Source: an optimization exercise on an open RTL-to-GDS flow (aim: small area and a short achievable clock period). Production flows keep margins and buffers that such runs may drop.
At most, simulation tests tie the RTL to the original design; equivalence was not proved.
Power figures rest on the tool's default switching activity, not on a simulated workload.

## JK
==> flow/design.v (excerpt) <==
module wallace_mul(input [15:0] a, input [15:0] b, output [32:0] out, input clk);
For scale: roughly 66 I/O pins, roughly 0.014 mm² of cells after synthesis.
Settings: LEC_CHECK=0, CAP_MARGIN=20, CORE_MARGIN=2, CORE_UTILIZATION=40, CTS_BUF_LIST=sky130_fd_sc_hd__clkbuf_16, CTS_CLUSTER_DIAMETER=120, CTS_CLUSTER_SIZE=28, PLACE_DENSITY=0.6, SETUP_SLACK_MARGIN=2.6, SLEW_MARGIN=20, SYNTH_HIERARCHICAL=1, SYNTH_MINIMUM_KEEP_SIZE=0; clock period 4.4 ns.
run.sh (not shown) runs the stock make flow with config.mk's settings and CLKGATE_MAP_FILE= SYNTH_SCRIPT=/design/flow/synth_recipe.tcl, a recipe that flattens the netlist after the stock synthesis.
JK reached the final stage; the timing, DRC and antenna checks on its layout passed.
Here is what was changed in the inputs of MS compared with JK.
Settings: swapping 120 for 60 in CTS_CLUSTER_DIAMETER; swapping 28 for 40 in CTS_CLUSTER_SIZE; swapping 2.6 for 2.5 in SETUP_SLACK_MARGIN.
### Flow results
Across both runs, multi-input combinational area share was lower for MS than for JK.
JK reports its capture point of the critical path as p5[31]$_DFF_P_ while MS reports out[26].
As far as tightest hold margin is concerned, JK and MS perform about the same.
In the reports for MS and JK, the smaller cell area belongs to JK.
Of MS and JK, the higher fraction of area in clock buffers and inverters belongs to MS.
From JK to MS the numbers moved as follows: final weighted congestion in routability-driven placement now larger, final critical-path share of the clock period has increased, clock skew up 0.0069 ns.
CTS buffer count | MS above JK
#### Input delta (AL over MS)
Settings: changing CTS_CLUSTER_DIAMETER from 60 to 120; changing CTS_CLUSTER_SIZE from 40 to 28.
Results
Going from MS to AL, the detailed-route wire length per cell was found to have gone up by about 0.9%.
Going from MS to AL, largest fanout on the critical path increased by 4 relative to the old numbers; count of clock-buffer cells in the layout shows a reduction of 10; filler cell count in the final layout saw an increase.
Termination of the worst setup path = out[26]: MS; termination of the worst setup path = p5[27]$_DFF_P_: AL
Post-layout utilization of the core was higher in MS than in AL.
Taking MS as the reference, in AL count of placed standard cells in the final layout, fillers left out lost 32; critical path depth increased by 6 relative to the old numbers.
Maximum frequency, AL vs MS: up slightly
Input changes introduced in TR (baseline for comparison: AL):
Settings: a change of CTS_CLUSTER_DIAMETER from 120 to 80; a change of CTS_CLUSTER_SIZE from 28 to 30.
==> summary.txt <==
No stage failed in TR, and the final checks on the layout all came back clean.
Compared AL against TR; area taken by multi-input logic gates within noise.
On worst IR drop on VDD: between AL and TR, it ends up lower for TR.
Power: TR draws more than AL
Cmp AL and TR / met3 usage / higher: AL
Compared to AL, TR shows a wider setup margin.
Non-clock buffer count: higher on TR

Setup of v16:
Another version of the RTL of wallace_mul (not shown whole).
Size: about 1100 cells after synthesis, about 390 flip-flops, roughly 14000 um^2 of cells after synthesis.
==> flow/config.mk <==
export PLATFORM = sky130hd
export DESIGN_NAME = wallace_mul
export DESIGN_NICKNAME = wallace_mul
export VERILOG_FILES = /design/flow/design.v
export SDC_FILE = /design/flow/constraint.sdc
export NUM_CORES = 4
export LEC_CHECK = 0
export CAP_MARGIN = 20
export CORE_MARGIN = 2
export CORE_UTILIZATION = 60
export CTS_BUF_LIST = sky130_fd_sc_hd__clkbuf_16
export CTS_CLUSTER_DIAMETER = 80
export CTS_CLUSTER_SIZE = 30
export PLACE_DENSITY = 0.8
export SETUP_SLACK_MARGIN = 2.5
export SLEW_MARGIN = 20
export SYNTH_HIERARCHICAL = 1
export SYNTH_MINIMUM_KEEP_SIZE = 0
==> flow/constraint.sdc <==
create_clock -name core_clock -period 4.4 [get_ports {clk}]
set_input_delay 0.8800 -clock core_clock [delete_from_list [all_inputs] [get_ports {clk}]]
set_output_delay 0.8800 -clock core_clock [all_outputs]
set_load 0.01 [all_outputs]
v16 was carried through to the last stage, and its layout satisfied the timing, DRC and antenna checks.
Inputs modified between v16 and v17:
Settings: CTS_CLUSTER_SIZE removed (was 30); CTS_CLUSTER_DIAMETER removed (was 80); CTS_BUF_LIST removed (was sky130_fd_sc_hd__clkbuf_16); PLACE_DENSITY changed from 0.8 to 0.6; CORE_UTILIZATION changed from 60 to 40.
## What came out
- v16: done, clean on timing, DRC and antenna
- The final layout from v17, which completed every stage, passed the timing, DRC and antenna checks at the end of the flow.
- Non-clock buffer count, v17 vs v16: down by a few percent
- v16 → v17: met2 wire length down 580 um; clock skew held steady.
- Summary: with v16 as the reference, switching power of the nets in v17 moved up by a little under 10%.
- Highest attainable clock frequency went up by a few percent going from v16 to v17.
- v16 → v17: register-to-register setup slack now sits higher; count of clock-buffer cells in the layout now sits higher; total area of sequential cells now sits at about the same level.
- Post-layout worst setup margin was higher in v17 than in v16.
- Compared to v16, the router laid down more metal wire for v17.
For v45, these inputs were changed with respect to v17:
Settings: CTS_CLUSTER_DIAMETER: unset -> 80; CTS_BUF_LIST: unset -> sky130_fd_sc_hd__clkbuf_16; SETUP_SLACK_MARGIN: 2.5 -> 2.65; CTS_CLUSTER_SIZE: unset -> 30.
==> summary.txt <==
Against v17, v45 comes in 0.16 ns lower on slew at the pin closest to its max-slew limit. v45 vs v17 on aggregate global-route resource usage: v45 is the lower one. Global routing usage on met3 is higher on v17. v45 against v17: worst vdd rail ir drop grew by about 1.5%, area added between synthesis and finish moved down. Changes observed in v45 relative to v17: clock power fell by 48%, part of the power in combinational logic rose by 8.1 points, initial cell density of the core stayed essentially flat.
Input-level comparison between v42 and v45:
Settings: a change of SETUP_SLACK_MARGIN from 2.65 to 2.5; an added ABC_AREA of 1.
## What came out
In v42 relative to v45, footprint of the multi-input gates had gone down by a few percent. v45 vs v42, timing startpoint of the critical path: q3_c88 vs p7[11]. For total vias in the final route, dividing the value from v42 by the value from v45 gives 1.11. Changes observed in v42 relative to v45: ratio of total power to cell area shrank by about 6%, post-route non-filler standard cell count went up by 220, cell row count shows an increase of 1.4%, shortest period the worst path allows went down 0.050 ns, post-placement setup slack went down by 0.049 ns. After detailed routing, v45 needs less wire than v42. Switching fraction of total power was lower in the run labelled v45. When the final numbers for v45 and v42 were put side by side, the power share of the clock group turned out to be smaller in v45.
Here is what was changed in the inputs of v27 compared with v42.
Settings: a deleted ABC_AREA that had been 1; a change of PLACE_DENSITY from 0.6 to 0.7.
==> comparison <==
Clock network area share (lower): v42. Higher clock-buffer cell count goes to v27 over v42. On clock skew, v42 loses to v27. The detailed-route via count in v27 sits 822 below the value recorded for v42. Taking v42 as the reference, in v27 routed wire length on met2 decreased about 13%; maximum frequency now sits lower; setup slack dropped 0.052 ns.

Another version of the RTL of wallace_mul (not shown whole).
For scale: ~0.015 mm2 of cells after synthesis.
==> flow/config.mk <==
export PLATFORM = sky130hd
export DESIGN_NAME = wallace_mul
export DESIGN_NICKNAME = wallace_mul
export VERILOG_FILES = /design/flow/design.v
export SDC_FILE = /design/flow/constraint.sdc
export NUM_CORES = 4
export LEC_CHECK = 0
export CAP_MARGIN = 20
export CORE_MARGIN = 2
export CORE_UTILIZATION = 40
export PLACE_DENSITY = 0.6
export SLEW_MARGIN = 20
export SYNTH_HIERARCHICAL = 1
export SYNTH_MINIMUM_KEEP_SIZE = 0
==> flow/constraint.sdc <==
create_clock -name core_clock -period 4.4 [get_ports {clk}]
set_input_delay 0.8800 -clock core_clock [delete_from_list [all_inputs] [get_ports {clk}]]
set_output_delay 0.8800 -clock core_clock [all_outputs]
set_load 0.01 [all_outputs]
Change:
SETUP_SLACK_MARGIN = 2.5   (was default)
=> The new run went through all stages and came out clean. Fmax came out higher by about a fifth. Routed wire length grows by roughly a tenth. Setup slack is better by 0.40 ns. Power rises by roughly a tenth. Worst hold slack stays flat. Clock skew shrinks by 0.0047 ns. Final area grows by about a fifth. Die area does not change. Global-route usage came out higher by 1.6 points.
Function was not checked in any run of this note: the RTL went through the layout flow alone.

run A:
RTL: one of the versions met above, not the one the previous note started from.
Size: about 1,100 cells after synthesis, ~390 flip-flops, ~14,000 µm² of cells after synthesis.
clock: 4.4 ns
lec_check: 0
cap_margin: 20
core_margin: 2
core_utilization: 40
cts_buf_list: sky130_fd_sc_hd__clkbuf_16
cts_cluster_diameter: 80
cts_cluster_size: 30
place_density: 0.6
setup_slack_margin: 2.4
slew_margin: 20
synth_hierarchical: 1
synth_minimum_keep_size: 0
Input changes introduced in run B (baseline for comparison: run A):
- changing CTS_CLUSTER_DIAMETER from 80 to 50
- changing SETUP_SLACK_MARGIN from 2.4 to 2.5
- changing CTS_CLUSTER_SIZE from 30 to 16
- changing CTS_BUF_LIST from sky130_fd_sc_hd__clkbuf_16 to sky130_fd_sc_hd__clkbuf_8
--- outcome ---
- Run B closes out successfully: all stages finished, all timing, DRC and antenna checks passed.
- Run B vs run A — detailed route wirelength on metal3 climbed by more than 10%
- Number of clock buffers in the layout: run B > run A
- Diff run A..run B | count of buffers from port buffering | unchanged
- After detailed routing, run A needs less wire than run B.
- Relative to run A, the period utilization of run B is lower by 1.9 points.
- Worst hold slack in run B is 0.010 ns below run A.
> inputs changed (run B -> run C)
- setting TNS_END_PERCENT to 0 for the first time
- changing CTS_BUF_LIST from sky130_fd_sc_hd__clkbuf_8 to sky130_fd_sc_hd__clkbuf_16
- changing CTS_CLUSTER_DIAMETER from 50 to 80
- changing CTS_CLUSTER_SIZE from 16 to 30
## What came out
Run C ended up with a higher final-layout non-clock buffer area share than run B did. Changes observed in run C relative to run B: area of all placed cells without fillers now smaller; area taken by multi-input logic gates fell by 1.3%.

the previous run:
wallace_mul again, from the RTL that the note above started with.
Settings: LEC_CHECK=0, CAP_MARGIN=20, CORE_MARGIN=2, CORE_UTILIZATION=40, CTS_BUF_LIST=sky130_fd_sc_hd__clkbuf_16, CTS_CLUSTER_DIAMETER=80, CTS_CLUSTER_SIZE=30, PLACE_DENSITY=0.6, SETUP_SLACK_MARGIN=2.5, SLEW_MARGIN=20, SYNTH_HIERARCHICAL=1, SYNTH_MINIMUM_KEEP_SIZE=0, TNS_END_PERCENT=10; clock period 4.4 ns.
Edits applied to the flow inputs when going from the previous run to the current run:
- TNS_END_PERCENT: 10 -> unset
### Flow results
- The current run finished every step from synthesis to the final layout, and the layout passed the timing, DRC and antenna checks.
- The combinational fraction of design power on the previous run is in line with that on the current run.
- Diff the current run and the previous run: area growth from synthesis to final layout higher in the previous run
- The previous run → the current run: post-route total power did not really move, routed length on met3 went down, post-layout utilization of the core did not really move.
- Going from the previous run to the current run, non-clock buffering overhead in the final layout saw a decrease, endpoint required time on the critical path up 1.31 ns.
- The current run vs the previous run, timing-limited maximum frequency went up by 4.2%.
- Looking at capturing instance or port of the critical path, the out[16] result is from the previous run; the p5[30] one comes from the current run.
- | buffer and inverter count on the worst path | the current run vs the previous run | 1 lower |
- In the route summary, the current run ends up with a via count below that of the previous run.
- The current run and the previous run ended up with nearly the same clock skew.

[re-timing with driven ports]
The flow's constraints put no driver on any port. The routed layouts listed below were extracted and timed again, unchanged, in two steps. Step 1: set_driving_cell puts a clkbuf_16 on clk and a buf_2 on each other input, an assumption about the parent block. Step 2 adds t to the input delays and takes it off the output delays; t is the mean of the earliest and latest rising clock arrival at the registers after step 1. Input paths then give back, and output paths get back, about the clock's delay inside the block. a / b / c = ideal / step 1 / step 2; a / b = the first two.
| run | shift t [ns] | setup WS [ns] | worst setup path at the end |
|---|---|---|---|
| JK | 0.568 | 2.558 / 2.512 / 2.558 | register to register |
| MS | 0.603 | 2.508 / 2.459 / 2.523 | register to register |
| AL | 0.557 | 2.539 / 2.505 / 2.539 | register to register |
| TR | 0.569 | 2.547 / 2.501 / 2.547 | register to register |
| v16 | 0.552 | 2.467 / 2.467 / 2.467 | register to register |
| v17 | 0.581 | 2.513 / 2.506 / 2.513 | register to register |
| v45 | 0.567 | 2.493 / 2.493 / 2.493 | register to register |
| v42 | 0.581 | 2.544 / 2.494 / 2.483 | input to register |
| v27 | 0.570 | 2.492 / 2.492 / 2.492 | register to register |
| the first run of note 3 | 0.557 | 1.666 / 1.666 / 1.666 | register to register |
| the second run of note 3 | 0.558 | 2.067 / 2.067 / 2.067 | register to register |
| run A | 0.576 | 2.435 / 2.401 / 2.435 | register to register |
| run B | 0.599 | 2.518 / 2.480 / 2.518 | register to register |
| run C | 0.579 | 2.438 / 2.390 / 2.438 | register to register |
| the previous run | 0.582 | 2.439 / 2.388 / 2.444 | register to register |
| the current run | 0.579 | 2.518 / 2.491 / 2.518 | register to register |
After both steps setup and hold are still met in every run listed. For v42, which loses most, drivers alone change the setup slack by -0.050 ns; drivers and shift together by -0.061 ns.
